From an optimization exercise on the open Yosys and OpenROAD flow, aimed at small area; shortcuts taken in it are not production practice. Only simulation tests tie the RTL to the original design; equivalence was not proved. Power and IR drop assume default switching activity.

## v6
// whac_a_mole
module whac_a_mole(
	input        CLOCK_50,
	input        resetn,    
	input        restart,   
	input        PS2_DAT,
	input        PS2_CLK,
	output [6:0] HEX0,
	output [6:0] HEX1,
	output       plot,
	output [7:0] x,
	output [6:0] y,
	output [2:0] colour
	);
Size in the first run: about 1300 cells after synthesis, ~38 I/O pins.
Settings: LEC_CHECK=0, ABC_AREA=1, CAP_MARGIN=10, CORE_MARGIN=2, CORE_UTILIZATION=70, SLEW_MARGIN=10; clock period 10.0 ns.
standard.sh (not shown) runs the stock make flow with config.mk's settings and CLKGATE_MAP_FILE= SYNTH_SCRIPT=/design/flow/synth_recipe.tcl, a recipe that flattens the netlist after the stock synthesis.
==> flow/flow/run.sh <==
#!/bin/bash
# Layout flow: the standard synthesis, then the logic between the
# flip-flops is mapped again with a stronger ABC script (the flip-flops, their
# names and cell types are kept as the standard synthesis made them), then
# the standard layout steps from the floorplan on.
set -euo pipefail
HERE=$(pwd)
R=$HERE/orfs/results/${FLOW_PLATFORM:-sky130hd}/whac_a_mole/base
LIB=$FLOW_HOME/platforms/sky130hd/lib/sky130_fd_sc_hd__tt_025C_1v80.lib
YOSYS=yosys
[ -x "$FLOW_HOME/../tools/install/yosys/bin/yosys" ] && YOSYS=$FLOW_HOME/../tools/install/yosys/bin/yosys

# 1. standard synthesis
bash standard.sh synth > synth_standard.log 2>&1
cp $R/1_2_yosys.v $HERE/netlist_standard.v

# 2. map the combinational logic again
python3 flow/mkmap.py $LIB $HERE/cellmap.v > mkmap.log 2>&1
DONT_USE=$(grep -o "^abc -script.*" $HERE/orfs/logs/sky130hd/whac_a_mole/base/1_2_yosys.log | head -1 | grep -oE "\-dont_use [A-Za-z0-9_]+" | tr '\n' ' ')
cp flow/resyn.abc $HERE/resyn.abc
$YOSYS -l resyn_yosys.log -p "
read_liberty -lib $LIB
read_verilog $HERE/netlist_standard.v
hierarchy -top $FLOW_TOP
setattr -set keep 1 t:*__df* t:*__edf* t:*__sdf* t:*__dl* t:*__sedf*
techmap -map $HERE/cellmap.v
techmap
opt -purge
abc -script $HERE/resyn.abc -liberty $LIB $DONT_USE
opt_clean -purge
hilomap -singleton -hicell sky130_fd_sc_hd__conb_1 HI -locell sky130_fd_sc_hd__conb_1 LO
insbuf -buf sky130_fd_sc_hd__buf_4 A X
splitnets
opt_clean -purge
check -assert -mapped
tee -o $HERE/resyn_stat.txt stat -liberty $LIB
write_verilog -noattr -nohex -nodec $HERE/netlist_resyn.v
" > resyn_yosys.out 2>&1

# the flip-flops must be the standard synthesis's, by name and cell type
ffs() { grep -oE "sky130_fd_sc_hd__(df|edf|sdf|sedf|dl)[a-z0-9_]* [^ (]+" "$1" | grep -v dlygate | sort; }
if [ "$(ffs $HERE/netlist_standard.v)" != "$(ffs $HERE/netlist_resyn.v)" ]; then
  echo "flip-flops differ; keeping the standard netlist" > resyn_check.log
else
  echo "flip-flops match" > resyn_check.log
  cp $HERE/netlist_resyn.v $R/1_2_yosys.v
  rm -f $R/1_synth.odb $R/1_synth.sdc
fi

# 3. the rest of the standard layout, with the smallest buffer on the ports
# and a clock tree of small buffers without dummy loads
CTS="-sink_clustering_enable -repair_clock_nets -dont_use_dummy_load $(cat flow/cts_extra.txt) -buf_list {$(cat flow/cts_bufs.txt)}"
bash standard.sh "BUFFER_PORTS_ARGS=-buffer_cell sky130_fd_sc_hd__buf_1" "CTS_ARGS=$CTS" finish > layout_standard.log 2>&1
==> flow/flow/cts_bufs.txt <==
sky130_fd_sc_hd__clkbuf_8
==> flow/flow/cts_extra.txt <==
-sink_clustering_size 30
Other scripts of this flow, unchanged in this note and not shown: flow/flow/mkmap.py, flow/flow/resyn.abc
For v7, these inputs were changed with respect to v6:
- a change of CORE_UTILIZATION from 70 to 60
diff --git a/flow/flow/run.sh b/flow/flow/run.sh
--- a/flow/flow/run.sh
+++ b/flow/flow/run.sh
@@ -52 +52 @@
-CTS="-sink_clustering_enable -repair_clock_nets -dont_use_dummy_load $(cat flow/cts_extra.txt) -buf_list {$(cat flow/cts_bufs.txt)}"
+CTS="-sink_clustering_enable -repair_clock_nets -dont_use_dummy_load -buf_list {$(cat flow/cts_bufs.txt)}"
==> flow/flow/cts_bufs.txt <==
sky130_fd_sc_hd__clkbuf_4 sky130_fd_sc_hd__clkbuf_8
removed: flow/flow/cts_extra.txt
## What came out
Both conditions hold for v7: the flow ran to the end and the final layout passed the timing, DRC and antenna checks. Any difference in finished layout cell area between v7 and v6 is small enough to ignore. The routed wire length of v7 and that of v6 are within noise of each other. Looking at first-pass GRT wire length across both flows, v7 is the weaker of the two, with v6 ahead. Compared with v6, in v7 global-route usage shrank by 4.7 points; via total after detailed routing fell about 2.8%; fmax grew by 1.6%.

Another version of the RTL of whac_a_mole (not shown whole).
Size in the first run: ~1300 cells after synthesis, about 9200 um^2 of cells after synthesis.
==> flow/design.v (excerpt) <==
module whac_a_mole(
	input        CLOCK_50,
	input        resetn,    
	input        restart,   
	input        PS2_DAT,
	input        PS2_CLK,
	output [6:0] HEX0,
	output [6:0] HEX1,
	output       plot,
	output [7:0] x,
	output [6:0] y,
	output [2:0] colour
	);
export LEC_CHECK = 0
export ABC_AREA = 1
export CAP_MARGIN = 5
export CORE_MARGIN = 2
export CORE_UTILIZATION = 60
export SLEW_MARGIN = 5
create_clock -name core_clock -period 10.0 [get_ports {CLOCK_50}]
==> flow/flow/run.sh <==
#!/bin/bash
# Layout flow: the standard synthesis, then the logic between the
# flip-flops is mapped again with a stronger ABC script (the flip-flops, their
# names and cell types are kept as the standard synthesis made them), then
# the standard layout steps from the floorplan on.
set -euo pipefail
HERE=$(pwd)
R=$HERE/orfs/results/${FLOW_PLATFORM:-sky130hd}/whac_a_mole/base
LIB=$FLOW_HOME/platforms/sky130hd/lib/sky130_fd_sc_hd__tt_025C_1v80.lib
YOSYS=yosys
[ -x "$FLOW_HOME/../tools/install/yosys/bin/yosys" ] && YOSYS=$FLOW_HOME/../tools/install/yosys/bin/yosys

# 1. standard synthesis
bash standard.sh synth > synth_standard.log 2>&1
cp $R/1_2_yosys.v $HERE/netlist_standard.v

# 2. map the combinational logic again
python3 flow/mkmap.py $LIB $HERE/cellmap.v > mkmap.log 2>&1
DONT_USE=$(grep -o "^abc -script.*" $HERE/orfs/logs/sky130hd/whac_a_mole/base/1_2_yosys.log | head -1 | grep -oE "\-dont_use [A-Za-z0-9_]+" | tr '\n' ' ')
# three runs of the ABC script with different seeds; the smallest is kept
resyn() {
  sed "s/@SEED@/$1/" flow/resyn.abc > $HERE/resyn$1.abc
  $YOSYS -l resyn_yosys$1.log -p "
read_liberty -lib $LIB
read_verilog $HERE/netlist_standard.v
hierarchy -top $FLOW_TOP
setattr -set keep 1 t:*__df* t:*__edf* t:*__sdf* t:*__dl* t:*__sedf*
techmap -map $HERE/cellmap.v
techmap
opt -purge
abc -script $HERE/resyn$1.abc -liberty $LIB $DONT_USE
opt_clean -purge
hilomap -singleton -hicell sky130_fd_sc_hd__conb_1 HI -locell sky130_fd_sc_hd__conb_1 LO
insbuf -buf sky130_fd_sc_hd__buf_4 A X
splitnets
opt_clean -purge
check -assert -mapped
tee -o $HERE/resyn_stat$1.txt stat -liberty $LIB
write_verilog -noattr -nohex -nodec $HERE/netlist_resyn$1.v
" > resyn_yosys$1.out 2>&1
}
resyn 1 & resyn 2 & resyn 3 & wait
best=""; besta=""
for k in 1 2 3; do
  a=$(grep -o "Chip area for module .*: [0-9.]*" $HERE/resyn_stat$k.txt 2>/dev/null | awk '{print $NF}' || true)
  [ -z "$a" ] && continue
  if [ -z "$besta" ] || awk "BEGIN{exit !($a < $besta)}"; then best=$k; besta=$a; fi
done
echo "areas: $(grep -ho 'Chip area for module .*: [0-9.]*' $HERE/resyn_stat?.txt | awk '{print $NF}' | tr '\n' ' ' || true) kept run $best" > resyn_pick.log
cp $HERE/netlist_resyn$best.v $HERE/netlist_resyn.v

# the flip-flops must be the standard synthesis's, by name and cell type
ffs() { grep -oE "sky130_fd_sc_hd__(df|edf|sdf|sedf|dl)[a-z0-9_]* [^ (]+" "$1" | grep -v dlygate | sort; }
if [ "$(ffs $HERE/netlist_standard.v)" != "$(ffs $HERE/netlist_resyn.v)" ]; then
  echo "flip-flops differ; keeping the standard netlist" > resyn_check.log
else
  echo "flip-flops match" > resyn_check.log
  cp $HERE/netlist_resyn.v $R/1_2_yosys.v
  rm -f $R/1_synth.odb $R/1_synth.sdc
fi

# 3. the rest of the standard layout, with the smallest buffer on the ports
# and a clock tree of small buffers without dummy loads
CTS="-sink_clustering_enable -repair_clock_nets -dont_use_dummy_load -buf_list {$(cat flow/cts_bufs.txt)}"
bash standard.sh "BUFFER_PORTS_ARGS=-buffer_cell sky130_fd_sc_hd__buf_1" "CTS_ARGS=$CTS" finish > layout_standard.log 2>&1
==> flow/flow/resyn.abc <==
strash
&get -n
&deepsyn -T 300 -S @SEED@
&put
dch -f
amap
Other scripts of this flow, unchanged in this note and not shown: flow/flow/cts_bufs.txt, flow/flow/mkmap.py
The first run finished clean.
Edit:
--- a/flow/flow/run.sh
+++ b/flow/flow/run.sh
@@ -19,6 +19,4 @@
 DONT_USE=$(grep -o "^abc -script.*" $HERE/orfs/logs/sky130hd/whac_a_mole/base/1_2_yosys.log | head -1 | grep -oE "\-dont_use [A-Za-z0-9_]+" | tr '\n' ' ')
-# three runs of the ABC script with different seeds; the smallest is kept
-resyn() {
-  sed "s/@SEED@/$1/" flow/resyn.abc > $HERE/resyn$1.abc
-  $YOSYS -l resyn_yosys$1.log -p "
+cp flow/resyn.abc $HERE/resyn.abc
+$YOSYS -l resyn_yosys.log -p "
 read_liberty -lib $LIB
@@ -30,3 +28,3 @@
 opt -purge
-abc -script $HERE/resyn$1.abc -liberty $LIB $DONT_USE
+abc -script $HERE/resyn.abc -liberty $LIB $DONT_USE
 opt_clean -purge
@@ -37,15 +35,5 @@
 check -assert -mapped
-tee -o $HERE/resyn_stat$1.txt stat -liberty $LIB
-write_verilog -noattr -nohex -nodec $HERE/netlist_resyn$1.v
-" > resyn_yosys$1.out 2>&1
-}
-resyn 1 & resyn 2 & resyn 3 & wait
-best=""; besta=""
-for k in 1 2 3; do
-  a=$(grep -o "Chip area for module .*: [0-9.]*" $HERE/resyn_stat$k.txt 2>/dev/null | awk '{print $NF}' || true)
-  [ -z "$a" ] && continue
-  if [ -z "$besta" ] || awk "BEGIN{exit !($a < $besta)}"; then best=$k; besta=$a; fi
-done
-echo "areas: $(grep -ho 'Chip area for module .*: [0-9.]*' $HERE/resyn_stat?.txt | awk '{print $NF}' | tr '\n' ' ' || true) kept run $best" > resyn_pick.log
-cp $HERE/netlist_resyn$best.v $HERE/netlist_resyn.v
+tee -o $HERE/resyn_stat.txt stat -liberty $LIB
+write_verilog -noattr -nohex -nodec $HERE/netlist_resyn.v
+" > resyn_yosys.out 2>&1
 
==> flow/flow/resyn.abc (replaced) <==
strash
&get -n
&deepsyn -T 300
&put
dch -f
amap
--- a/flow/config.mk
+++ b/flow/config.mk
@@ -8,5 +8,5 @@
 export ABC_AREA = 1
-export CAP_MARGIN = 5
+export CAP_MARGIN = 10
 export CORE_MARGIN = 2
 export CORE_UTILIZATION = 60
-export SLEW_MARGIN = 5
+export SLEW_MARGIN = 10
=> The changed run went through all stages and came out clean. Routed wire length went up by about 1.1%. Total power went down by 6.4%. Setup slack improved by 0.080 ns. Clock skew hardly moves. Worst hold slack barely changes. Via count went up by about 1%. Clock-buffer cell count does not change. Register-to-register slack improved by 0.08 ns.
Edit:
--- a/flow/flow/run.sh
+++ b/flow/flow/run.sh
@@ -19,4 +19,6 @@
 DONT_USE=$(grep -o "^abc -script.*" $HERE/orfs/logs/sky130hd/whac_a_mole/base/1_2_yosys.log | head -1 | grep -oE "\-dont_use [A-Za-z0-9_]+" | tr '\n' ' ')
-cp flow/resyn.abc $HERE/resyn.abc
-$YOSYS -l resyn_yosys.log -p "
+# four runs of the ABC script with different seeds; the smallest is kept
+resyn() {
+  sed "s/@SEED@/$1/" flow/resyn.abc > $HERE/resyn$1.abc
+  $YOSYS -l resyn_yosys$1.log -p "
 read_liberty -lib $LIB
@@ -28,3 +30,3 @@
 opt -purge
-abc -script $HERE/resyn.abc -liberty $LIB $DONT_USE
+abc -script $HERE/resyn$1.abc -liberty $LIB $DONT_USE
 opt_clean -purge
@@ -35,5 +37,15 @@
 check -assert -mapped
-tee -o $HERE/resyn_stat.txt stat -liberty $LIB
-write_verilog -noattr -nohex -nodec $HERE/netlist_resyn.v
-" > resyn_yosys.out 2>&1
+tee -o $HERE/resyn_stat$1.txt stat -liberty $LIB
+write_verilog -noattr -nohex -nodec $HERE/netlist_resyn$1.v
+" > resyn_yosys$1.out 2>&1
+}
+resyn 1 & resyn 2 & resyn 3 & resyn 4 & wait
+best=""; besta=""
+for k in 1 2 3 4; do
+  a=$(grep -o "Chip area for module .*: [0-9.]*" $HERE/resyn_stat$k.txt 2>/dev/null | awk '{print $NF}' || true)
+  [ -z "$a" ] && continue
+  if [ -z "$besta" ] || awk "BEGIN{exit !($a < $besta)}"; then best=$k; besta=$a; fi
+done
+echo "areas: $(grep -ho 'Chip area for module .*: [0-9.]*' $HERE/resyn_stat?.txt | awk '{print $NF}' | tr '\n' ' ' || true) kept run $best" > resyn_pick.log
+cp $HERE/netlist_resyn$best.v $HERE/netlist_resyn.v
 
==> flow/flow/resyn.abc (replaced) <==
strash
&get -n
&deepsyn -T 420 -S @SEED@
&put
dch -f
amap
--- a/flow/config.mk
+++ b/flow/config.mk
@@ -8,5 +8,5 @@
 export ABC_AREA = 1
-export CAP_MARGIN = 10
+export CAP_MARGIN = 5
 export CORE_MARGIN = 2
 export CORE_UTILIZATION = 60
-export SLEW_MARGIN = 10
+export SLEW_MARGIN = 5
What happened: The changed run ran to the end with no violations. Worst setup slack gains 0.49 ns. Global-route usage goes up by 0.50 points. Clock skew hardly moves. Die area goes down slightly. Routed wire length goes down slightly.

-- what the ideal ports hide --
Ports are ideal in the flow. The routed layouts listed here were re-timed in OpenROAD. Step 1 (the two cells are an assumption about what drives the block):
set clk [get_ports {CLOCK_50}]
set_driving_cell -lib_cell sky130_fd_sc_hd__clkbuf_16 $clk
set_driving_cell -lib_cell sky130_fd_sc_hd__buf_2 [delete_from_list [all_inputs] $clk]
Step 2 also shifts input and output timing later by t, the mid clock arrival at the registers, as if the neighbouring blocks saw the same clock. a / b / c = no drivers / after step 1 / after step 2; a / b = the first two.
run	shift t [ns]	setup WS [ns]	worst setup path at the end
v6	0.491	3.710 / 3.710 / 3.710	register to register
v7	0.492	3.807 / 3.807 / 3.807	register to register
the first run of note 2	0.494	3.396 / 3.396 / 3.396	register to register
the second run of note 2	0.489	3.476 / 3.476 / 3.476	register to register
the third run of note 2	0.498	3.964 / 3.964 / 3.964	register to register
After both steps setup and hold are still met in every run listed.
